Context: an optimization exercise on an open-source flow, tuned for small area, a short achievable clock period and few clock cycles per item. The choices shown serve that exercise and are no tape-out recipe.
Where RTL was checked, it was by simulation tests only, not by an equivalence proof against the original.
No activity file was given, so power comes from the tool's default toggle rates.

==> flow/design.v (excerpt) <==
module multiplier(
  output [63:0] prod,
  output busy,
  input [31:0] mc,
  input [31:0] mp,
  input clk,
  input rst,
  input start);
Size: ~1500 cells after synthesis.
==> flow/config.mk <==
export PLATFORM = sky130hd
export DESIGN_NAME = multiplier
export DESIGN_NICKNAME = multiplier
export VERILOG_FILES = /design/flow/design.v
export SDC_FILE = /design/flow/constraint.sdc
export NUM_CORES = 4
export LEC_CHECK = 0
export CAP_MARGIN = 20
export CORE_MARGIN = 2
export CORE_UTILIZATION = 40
export SETUP_SLACK_MARGIN = 0.1
export SLEW_MARGIN = 20
export SYNTH_HIERARCHICAL = 1
export SYNTH_MINIMUM_KEEP_SIZE = 0
==> flow/constraint.sdc <==
create_clock -name core_clock -period 4.0 [get_ports {clk}]
set_input_delay 0.8000 -clock core_clock [delete_from_list [all_inputs] [get_ports {clk}]]
set_output_delay 0.8000 -clock core_clock [all_outputs]
set_load 0.01 [all_outputs]
standard.sh (not shown) runs the stock make flow with config.mk's settings and CLKGATE_MAP_FILE= SYNTH_SCRIPT=/design/flow/synth_recipe.tcl, a recipe that flattens the netlist after the stock synthesis.
==> flow/flow/run.sh <==
#!/bin/bash
# Layout flow: the standard flow (standard synthesis and ORFS steps), except
# that the port buffers inserted before global placement are buf_2 cells
# instead of the delay-cell buffers ORFS picks by default. Every input and
# output port still gets its own buffer.
set -euo pipefail
export BUFFER_PORTS_ARGS="-buffer_cell sky130_fd_sc_hd__buf_2"
bash standard.sh finish > standard_flow.log 2>&1
Testbench counts at the start, summed over its fixed seeds: cycles 9,600, items 3,200.
Change:
--- a/flow/config.mk
+++ b/flow/config.mk
@@ -9,3 +9,3 @@
 export CORE_MARGIN = 2
-export CORE_UTILIZATION = 40
+export CORE_UTILIZATION = 60
 export SETUP_SLACK_MARGIN = 0.1
After rerunning: Final cell count went down by a little under a tenth. Setup slack is better by 0.012 ns. Via count is higher slightly. Final area shrinks slightly. Power goes down slightly. Global-route usage grows by 11 points.
Change:
--- a/flow/config.mk
+++ b/flow/config.mk
@@ -9,4 +9,4 @@
 export CORE_MARGIN = 2
-export CORE_UTILIZATION = 60
-export SETUP_SLACK_MARGIN = 0.1
+export CORE_UTILIZATION = 50
+export SETUP_SLACK_MARGIN = 0.05
 export SLEW_MARGIN = 20
=> Utilization goes down by 13 points; setup slack is better by 0.020 ns; sequential share of layout area is higher by 0.21 points; wire length shrinks by 1.2%; synthesized cell count does not change; cell count is higher by 2.6%; clock-buffer cell count falls by 1; combinational power decreases by about 4%; non-clock buffer count came out lower by 15; critical path depth stays the same; power came out lower by 2.9%.
Change:
--- a/flow/config.mk
+++ b/flow/config.mk
@@ -9,4 +9,5 @@
 export CORE_MARGIN = 2
-export CORE_UTILIZATION = 50
-export SETUP_SLACK_MARGIN = 0.05
+export CORE_UTILIZATION = 55
+export CTS_BUF_LIST = sky130_fd_sc_hd__clkbuf_8
+export SETUP_SLACK_MARGIN = 0.1
 export SLEW_MARGIN = 20
The new run finished clean.
Die area fell by 8.9%.
Worst setup slack gets better by 0.015 ns.
First-iteration DRC count fell by 17%.
Total power decreases by 1.6%.
Global-route usage came out higher by 2.2 points.
Hold slack degrades by 0.0078 ns.
Final cell count decreases by 0.40%.
Wire length decreases by about 0.8%.

========
## lane 1
multiplier, a different RTL version from the one above (not shown whole).
Size: about 1200 cells after synthesis, ~130 I/O pins, ~13000 um^2 of cells after synthesis.
## multiplier
module multiplier(
  output [63:0] prod,
  output busy,
  input [31:0] mc,
  input [31:0] mp,
  input clk,
  input rst,
  input start);
reg [31:0] M, S, C;
reg [23:0] Q;
reg [7:0] Ls, Lc;
reg t, cl, busy_r;
reg [1:0] cnt;
reg [3:0] d_one, d_two, d_neg;
wire fin = busy_r & (cnt == 2'd2);
wire it = start | busy_r;
function [11:0] dec;
  input [8:0] b;
  integer k;
  reg [3:0] o, w, n;
  begin
    for (k = 0; k < 4; k = k + 1) begin
      o[k] = b[2*k+1] ^ b[2*k];
      w[k] = (b[2*k+2] ^ b[2*k+1]) & ~(b[2*k+1] ^ b[2*k]);
      n[k] = b[2*k+2];
    end
    dec = {n, w, o};
  end
endfunction
wire [11:0] dec0 = dec({{mp[7:0]}, 1'b0});
wire [11:0] decn = dec(start ? {mp[15:7]} : Q[8:0]);
wire [31:0] Me = start ? mc : M;
wire [3:0] oe = start ? dec0[3:0] : d_one;
wire [3:0] we = start ? dec0[7:4] : d_two;
wire [3:0] ne = start ? dec0[11:8] : d_neg;
wire [31:0] Se = start ? 32'd0 : S;
wire [31:0] Ce = start ? 32'd0 : C;
wire te = start | t;
wire [32:0] Mx = {Me[31], Me};
wire [33:0] Mx2 = {Mx, 1'b0};
wire [32:0] x0 = ({33{oe[0]}} & Mx) | ({33{we[0]}} & Mx2[32:0]);
wire [32:0] p0 = x0 ^ {33{ne[0]}};
wire [33:0] pp0 = {~p0[32], p0};
wire [32:0] x1 = ({33{oe[1]}} & Mx) | ({33{we[1]}} & Mx2[32:0]);
  ...
clock: 4.0 ns
lec_check: 0
cap_margin: 20
core_margin: 2
core_utilization: 40
setup_slack_margin: 0.4
slew_margin: 20
run.sh (not shown) runs the stock make flow with config.mk's settings and CLKGATE_MAP_FILE= SYNTH_SCRIPT=/design/flow/synth_recipe.tcl, a recipe that flattens the netlist after the stock synthesis.
Stock flow here: none of the scripts above is used.
Finished, but not clean: lane 1, with negative setup slack.
Edits applied to the flow inputs when going from lane 1 to lane 2:
==> flow/flow/run.sh (new file) <==
#!/bin/bash
# Layout flow: the standard flow (standard synthesis and ORFS steps), except
# that the port buffers inserted before global placement are buf_2 cells
# instead of the delay-cell buffers ORFS picks by default. Every input and
# output port still gets its own buffer.
set -euo pipefail
export BUFFER_PORTS_ARGS="-buffer_cell sky130_fd_sc_hd__buf_2"
bash standard.sh finish > standard_flow.log 2>&1
==> flow/standard.sh (new file) <==
#!/bin/bash
# synth_recipe.tcl (not shown) runs the flow's synth.tcl, then flattens the netlist and writes it again
# the make line also repeats each setting of config.mk as NAME=value (left out here)
make -C /OpenROAD-flow-scripts/flow DESIGN_CONFIG=/design/flow/config.mk WORK_HOME=/design/flow/orfs CLKGATE_MAP_FILE= SYNTH_SCRIPT=/design/flow/synth_recipe.tcl "${@:-finish}"
removed: flow/run.sh
==> comparison <==
Worst voltage drop across the vdd grid in lane 2 is about 1% below lane 1.
Lane 1 and lane 2 ended up with roughly the same number of multi-input combinational cells in the layout.
Taking lane 1 as the reference point, the final critical delay including setup and external delays of lane 2 falls by 0.0050 ns.
Lane 2 against lane 1: clock latency on the worst-skew pair held steady; power consumption fell by about 9%.
Lane 2 -> stages 100% | layout checks FAIL | negative setup slack
Lane 2 and lane 1 ended up with nearly the same worst hold slack after final layout.
Going from lane 1 to lane 2, the number of DRC markers after the initial detailed-route iteration was found to have gone down by 3.2%.
The flip-flop and latch count on lane 1 is in line with that on lane 2.
Function was not checked in any run of this note: the RTL went through the layout flow alone.

========
job 8031:
multiplier, a different RTL version from the one above (not shown whole).
For scale: ~1,400 cells after synthesis, ~170 flip-flops, about 130 I/O pins, ~16,000 sq um of cells after synthesis.
export LEC_CHECK = 0
export CAP_MARGIN = 20
export CORE_MARGIN = 2
export CORE_UTILIZATION = 40
export SETUP_SLACK_MARGIN = 0.05
export SLEW_MARGIN = 20
export SYNTH_HIERARCHICAL = 1
export SYNTH_MINIMUM_KEEP_SIZE = 0
create_clock -name core_clock -period 4.0 [get_ports {clk}]
standard.sh (not shown) runs the stock make flow with config.mk's settings and CLKGATE_MAP_FILE= SYNTH_SCRIPT=/design/flow/synth_recipe.tcl, a recipe that flattens the netlist after the stock synthesis.
==> flow/flow/run.sh <==
#!/bin/bash
# Layout flow: the standard flow (standard synthesis and ORFS steps), except
# that the port buffers inserted before global placement are buf_2 cells
# instead of the delay-cell buffers ORFS picks by default. Every input and
# output port still gets its own buffer.
set -euo pipefail
export BUFFER_PORTS_ARGS="-buffer_cell sky130_fd_sc_hd__buf_2"
bash standard.sh finish > standard_flow.log 2>&1
Looking at the reports, job 8031 completed the entire flow and the layout it produced met the timing, DRC and antenna checks.
Testbench counts of job 8031, summed over its fixed seeds: cycles 9,600, items 3,200.
For job 2853, these inputs were changed with respect to job 8031:
Settings: swapping 0.05 for 0.1 in SETUP_SLACK_MARGIN.
==> flow/flow/run.sh <==
#!/bin/bash
# Layout flow: the standard flow (standard synthesis and ORFS steps), except
# that the port buffers inserted before global placement are buf_1 cells
# instead of the delay-cell buffers ORFS picks by default. Every input and
# output port still gets its own buffer.
set -euo pipefail
export BUFFER_PORTS_ARGS="-buffer_cell sky130_fd_sc_hd__buf_1"
bash standard.sh finish > standard_flow.log 2>&1
### Flow results
Against job 8031, job 2853 reports a power spent charging and discharging nets that is lower.
Job 2853 vs job 8031: half-perimeter wire length after detailed placement down by a few percent
Looking only at per-cell via count in the routed design, and setting everything else aside, the lower value of job 2853 and job 8031 goes to job 8031.
Diff job 8031 -> job 2853 | worst setup slack | increase of 0.060 ns
For the largest net degree at the start of global routing, job 2853 came in 4 lower than job 8031 did.
Relative to job 8031, the placement-stage cell area measured on job 2853 has decreased slightly.
In the tables for job 2853 and job 8031, area of the multi-input gates reads higher with job 2853.
No stage failed in job 2853, and the final checks on the layout all came back clean.
Between job 2853 and job 8031, it is job 2853 whose sequential fraction of design power is higher, by 0.5 points.
Job 2853 vs job 8031: tightest slew margin relative to the limit down in job 2853
Inputs modified between job 2853 and job 5395:
Settings: putting CTS_BUF_LIST at sky130_fd_sc_hd__clkbuf_8 where nothing was set.
==> flow/flow/run.sh <==
#!/bin/bash
# Layout flow: the standard flow (standard synthesis and ORFS steps), except
# that the port buffers inserted before global placement are buf_2 cells
# instead of the delay-cell buffers ORFS picks by default. Every input and
# output port still gets its own buffer.
set -euo pipefail
export BUFFER_PORTS_ARGS="-buffer_cell sky130_fd_sc_hd__buf_2"
bash standard.sh finish > standard_flow.log 2>&1
Notes after the runs:
- Going from job 2853 to job 5395, clock group share of total power decreased 2.9 points; number of cells on the critical path went down by 1.
- Re worst hold slack after final layout: job 2853 and job 5395 aren't equal, and the higher value belongs to job 2853.
- Job 5395 ended with less power consumption than job 2853.
- Cell area after layout delta (job 2853 -> job 5395): insignificant
- In the flow results for job 2853 and job 5395, the actual slew at the worst max-slew pin is smaller on job 5395.
- Job 5395 vs. job 2853: number of buffers other than clock buffers in the final layout up 2.8%; met1 routing resource usage after global routing up 0.77 points; combinational cell fraction of total power up 2.6 points.
- Comparing power of the clock network for job 2853 and job 5395, the smaller number came from job 5395.
- Reported for job 2853 and job 5395, gate count of the mapped netlist turned out identical to the last digit.
Input-level comparison between job 5525 and job 5395:
Settings: a deleted CTS_BUF_LIST that had been sky130_fd_sc_hd__clkbuf_8.
Job 5525 finished every stage and its layout cleared the timing, DRC and antenna checks. Diff job 5395 and job 5525: power share of the combinational group higher in job 5395. Worst setup slack came out lower on job 5525 than on job 5395. Of job 5395 and job 5525, the run reporting the lower sequential power share was job 5525. Post-detailed-routing wire length down 180 um in job 5525 wrt job 5395. Going from job 5395 to job 5525, first-pass GRT wire length shrinks by about 1.2%. Max number of antenna violations at the first check in global routing across job 5395 and job 5525: job 5395. Number of buffers other than clock buffers in the final layout: job 5525 < job 5395. Reported for job 5395 and job 5525, overall die area turned out identical to the last digit. Via count of the first global-routing pass: job 5395 and job 5525 compared, higher one is job 5395. Against job 5395 as the reference, job 5525 delivers a higher internal cell power.

========
Setup of run 1:
RTL: one of the versions met above, not the one the previous note started from.
Size in the first run: about 1500 cells after synthesis, roughly 170 flip-flops, roughly 130 I/O pins.
Settings: LEC_CHECK=0, CAP_MARGIN=20, CORE_MARGIN=2, CORE_UTILIZATION=55, CTS_BUF_LIST=sky130_fd_sc_hd__clkbuf_8, SETUP_SLACK_MARGIN=0.1, SLEW_MARGIN=20, SYNTH_HIERARCHICAL=1, SYNTH_MINIMUM_KEEP_SIZE=0, TNS_END_PERCENT=10; clock period 4.0 ns.
==> flow/flow/run.sh <==
#!/bin/bash
# Layout flow: the standard flow (standard synthesis and ORFS steps), except
# that the port buffers inserted before global placement are buf_2 cells
# instead of the delay-cell buffers ORFS picks by default. Every input and
# output port still gets its own buffer.
set -euo pipefail
export BUFFER_PORTS_ARGS="-buffer_cell sky130_fd_sc_hd__buf_2"
bash standard.sh finish > standard_flow.log 2>&1
Testbench counts of run 1, summed over its fixed seeds: cycles 9,600, items 3,200.
Input changes introduced in run 2 (baseline for comparison: run 1):
- swapping 55 for 50 in CORE_UTILIZATION
- clearing TNS_END_PERCENT, which used to be 10
- clearing CTS_BUF_LIST, which used to be sky130_fd_sc_hd__clkbuf_8
- Summary of run 2 over run 1: cell area after layout has increased; combinational power has remained practically unchanged; cell count after placement has increased; combinational fraction of design power has decreased.
- Looking at sequential-cell power consumption across run 1 and run 2, the one that comes out lower is run 2.
- In run 2 the clock input transition at the sequential cells of the worst setup and hold paths turned out 40 ps lower than in run 1.
- Re area fraction of clock buffers and clock inverters: run 2 is 1.4 points up on run 1.
- Count of clock-buffer cells in the layout was higher in run 2 than in run 1.
- Delta (run 2 minus run 1): sum of internal, switching and leakage power has increased; overall fraction of global-route tracks in use has decreased; wire length of the first global-routing pass has decreased.
- Status | run 1 and run 2 | clean
Changes in run 3 relative to run 2:
- CORE_UTILIZATION: 50 -> 55
- SETUP_SLACK_MARGIN: 0.1 -> 0.15
- CTS_BUF_LIST: unset -> sky130_fd_sc_hd__clkbuf_8
### Flow results
Looking at final-layout clock buffer total, run 3 sits 1 below run 2.
In the flow results for run 2 and run 3, the total power is smaller on run 3.
Cell area power density for run 3 is lower than for run 2.
Modified inputs, run 4 compared to run 3
- a change of SETUP_SLACK_MARGIN from 0.15 to 0.05
- a deleted CTS_BUF_LIST that had been sky130_fd_sc_hd__clkbuf_8
- a change of CORE_UTILIZATION from 55 to 40
==> comparison <==
- Summary — share of cells above drive strength 1, run 4 relative to run 3: lower, by 4.1 points.
- Run 4 against run 3: power now larger; switching power total now sits at about the same level.

========
Setup of v4:
Starting RTL as in the previous note.
==> flow/config.mk <==
export PLATFORM = sky130hd
export DESIGN_NAME = multiplier
export DESIGN_NICKNAME = multiplier
export VERILOG_FILES = /design/flow/design.v
export SDC_FILE = /design/flow/constraint.sdc
export NUM_CORES = 4
export LEC_CHECK = 0
export CAP_MARGIN = 20
export CORE_MARGIN = 2
export CORE_UTILIZATION = 55
export CTS_BUF_LIST = sky130_fd_sc_hd__clkbuf_8
export SETUP_SLACK_MARGIN = 0.1
export SLEW_MARGIN = 20
export SYNTH_HIERARCHICAL = 1
export SYNTH_MINIMUM_KEEP_SIZE = 0
export TNS_END_PERCENT = 40
==> flow/constraint.sdc <==
create_clock -name core_clock -period 4.0 [get_ports {clk}]
set_input_delay 0.8000 -clock core_clock [delete_from_list [all_inputs] [get_ports {clk}]]
set_output_delay 0.8000 -clock core_clock [all_outputs]
set_load 0.01 [all_outputs]
Scripts as last shown in full above: flow/flow/run.sh
The final layout from v4, which completed every stage, passed the timing, DRC and antenna checks at the end of the flow.
Testbench counts of v4, summed over its fixed seeds: cycles 9,600, items 3,200.
### v4 -> v16
- swapping 0.1 for 0.05 in SETUP_SLACK_MARGIN
- clearing TNS_END_PERCENT, which used to be 40
- clearing CTS_BUF_LIST, which used to be sky130_fd_sc_hd__clkbuf_8
[summary]
Global-route wire length before repair: v16 vs v4 up about 2%
Between v16 and v4, it is v16 whose area of the multi-input gates is lower, by about 0.33%.
Fmax: v16 lower than v4
Per the comparison of v16 with v4, utilization increased by 0.68 points relative to the old numbers; via count stayed essentially flat; iteration-0 DRC count of the detailed router rose by 100.
Leakage component of the power: higher on v16
Summary of v16 over v4: met2 usage in global routing moved up; area share of and/or/nand/nor cells after synthesis level.
#### Input delta (v38 over v16)
- SETUP_SLACK_MARGIN: 0.05 -> 0.15
Notes after the runs:
v38 has completed all stages; timing, DRC and antenna checks passed.
v16 → v38: largest net degree at the start of global routing went down, proportion of synthesized area in mux cells flat, final worst hold slack increased by 0.011 ns relative to the old numbers, transition time at the pin with the least slew margin lost 0.0036 ns.
v16 and v38 ended up with roughly the same largest incremental delay on the critical path.
Summary of v38 over v16: power saw an increase, maximum frequency from static timing analysis saw an increase, area growth from synthesis to final layout saw an increase.

-- separate check: timing with driven ports --
Ports are ideal in the flow. The routed layouts listed here were re-timed in OpenROAD.
Step 1 assumes that a clkbuf_16 drives the clock port and a buf_2 every other input.
Step 2 adds t to the input delays and takes it off the output delays; t is the mean of the earliest and latest rising clock arrival at the registers after step 1. Input paths then give back, and output paths get back, about the clock's delay inside the block.
Three values: ideal ports, drivers, drivers and shift; two values: the first two.
run | shift t [ns] | setup slack, ns | clock arrival spread, ns
the first run of note 1 | 0.513 | 0.111 / 0.058 / -0.291 | 0.015 / 0.016
the second run of note 1 | 0.492 | 0.122 / 0.122 / -0.333 | 0.019 / 0.018
the third run of note 1 | 0.511 | 0.142 / 0.091 / -0.248 | 0.017 / 0.018
the fourth run of note 1 | 0.532 | 0.158 / 0.158 / -0.259 | 0.023 / 0.023
lane 1 | 0.489 | -0.121 / -0.171 / 0.035 | 0.023 / 0.023
lane 2 | 0.484 | -0.116 / -0.163 / 0.083 | 0.023 / 0.022
job 8031 | 0.506 | 0.045 / 0.045 / -0.296 | 0.015 / 0.015
job 2853 | 0.520 | 0.105 / 0.106 / -0.392 | 0.014 / 0.015
job 5395 | 0.551 | 0.086 / 0.086 / -0.319 | 0.030 / 0.031
job 5525 | 0.499 | 0.081 / 0.081 / -0.385 | 0.019 / 0.020
run 1 | 0.556 | 0.070 / 0.070 / -0.328 | 0.019 / 0.018
run 2 | 0.510 | 0.150 / 0.142 / -0.229 | 0.010 / 0.010
run 3 | 0.522 | 0.185 / 0.138 / -0.223 | 0.021 / 0.020
run 4 | 0.526 | 0.070 / 0.018 / -0.305 | 0.018 / 0.019
v4 | 0.532 | 0.161 / 0.130 / -0.220 | 0.027 / 0.027
v16 | 0.502 | 0.122 / 0.122 / -0.216 | 0.018 / 0.017
v38 | 0.488 | 0.202 / 0.174 / -0.215 | 0.015 / 0.014
With both steps, setup timing fails in 15 of these runs, where it was met with ideal ports. For job 2853, which loses most, drivers alone change the setup slack by +0.001 ns; drivers and shift together by -0.497 ns.
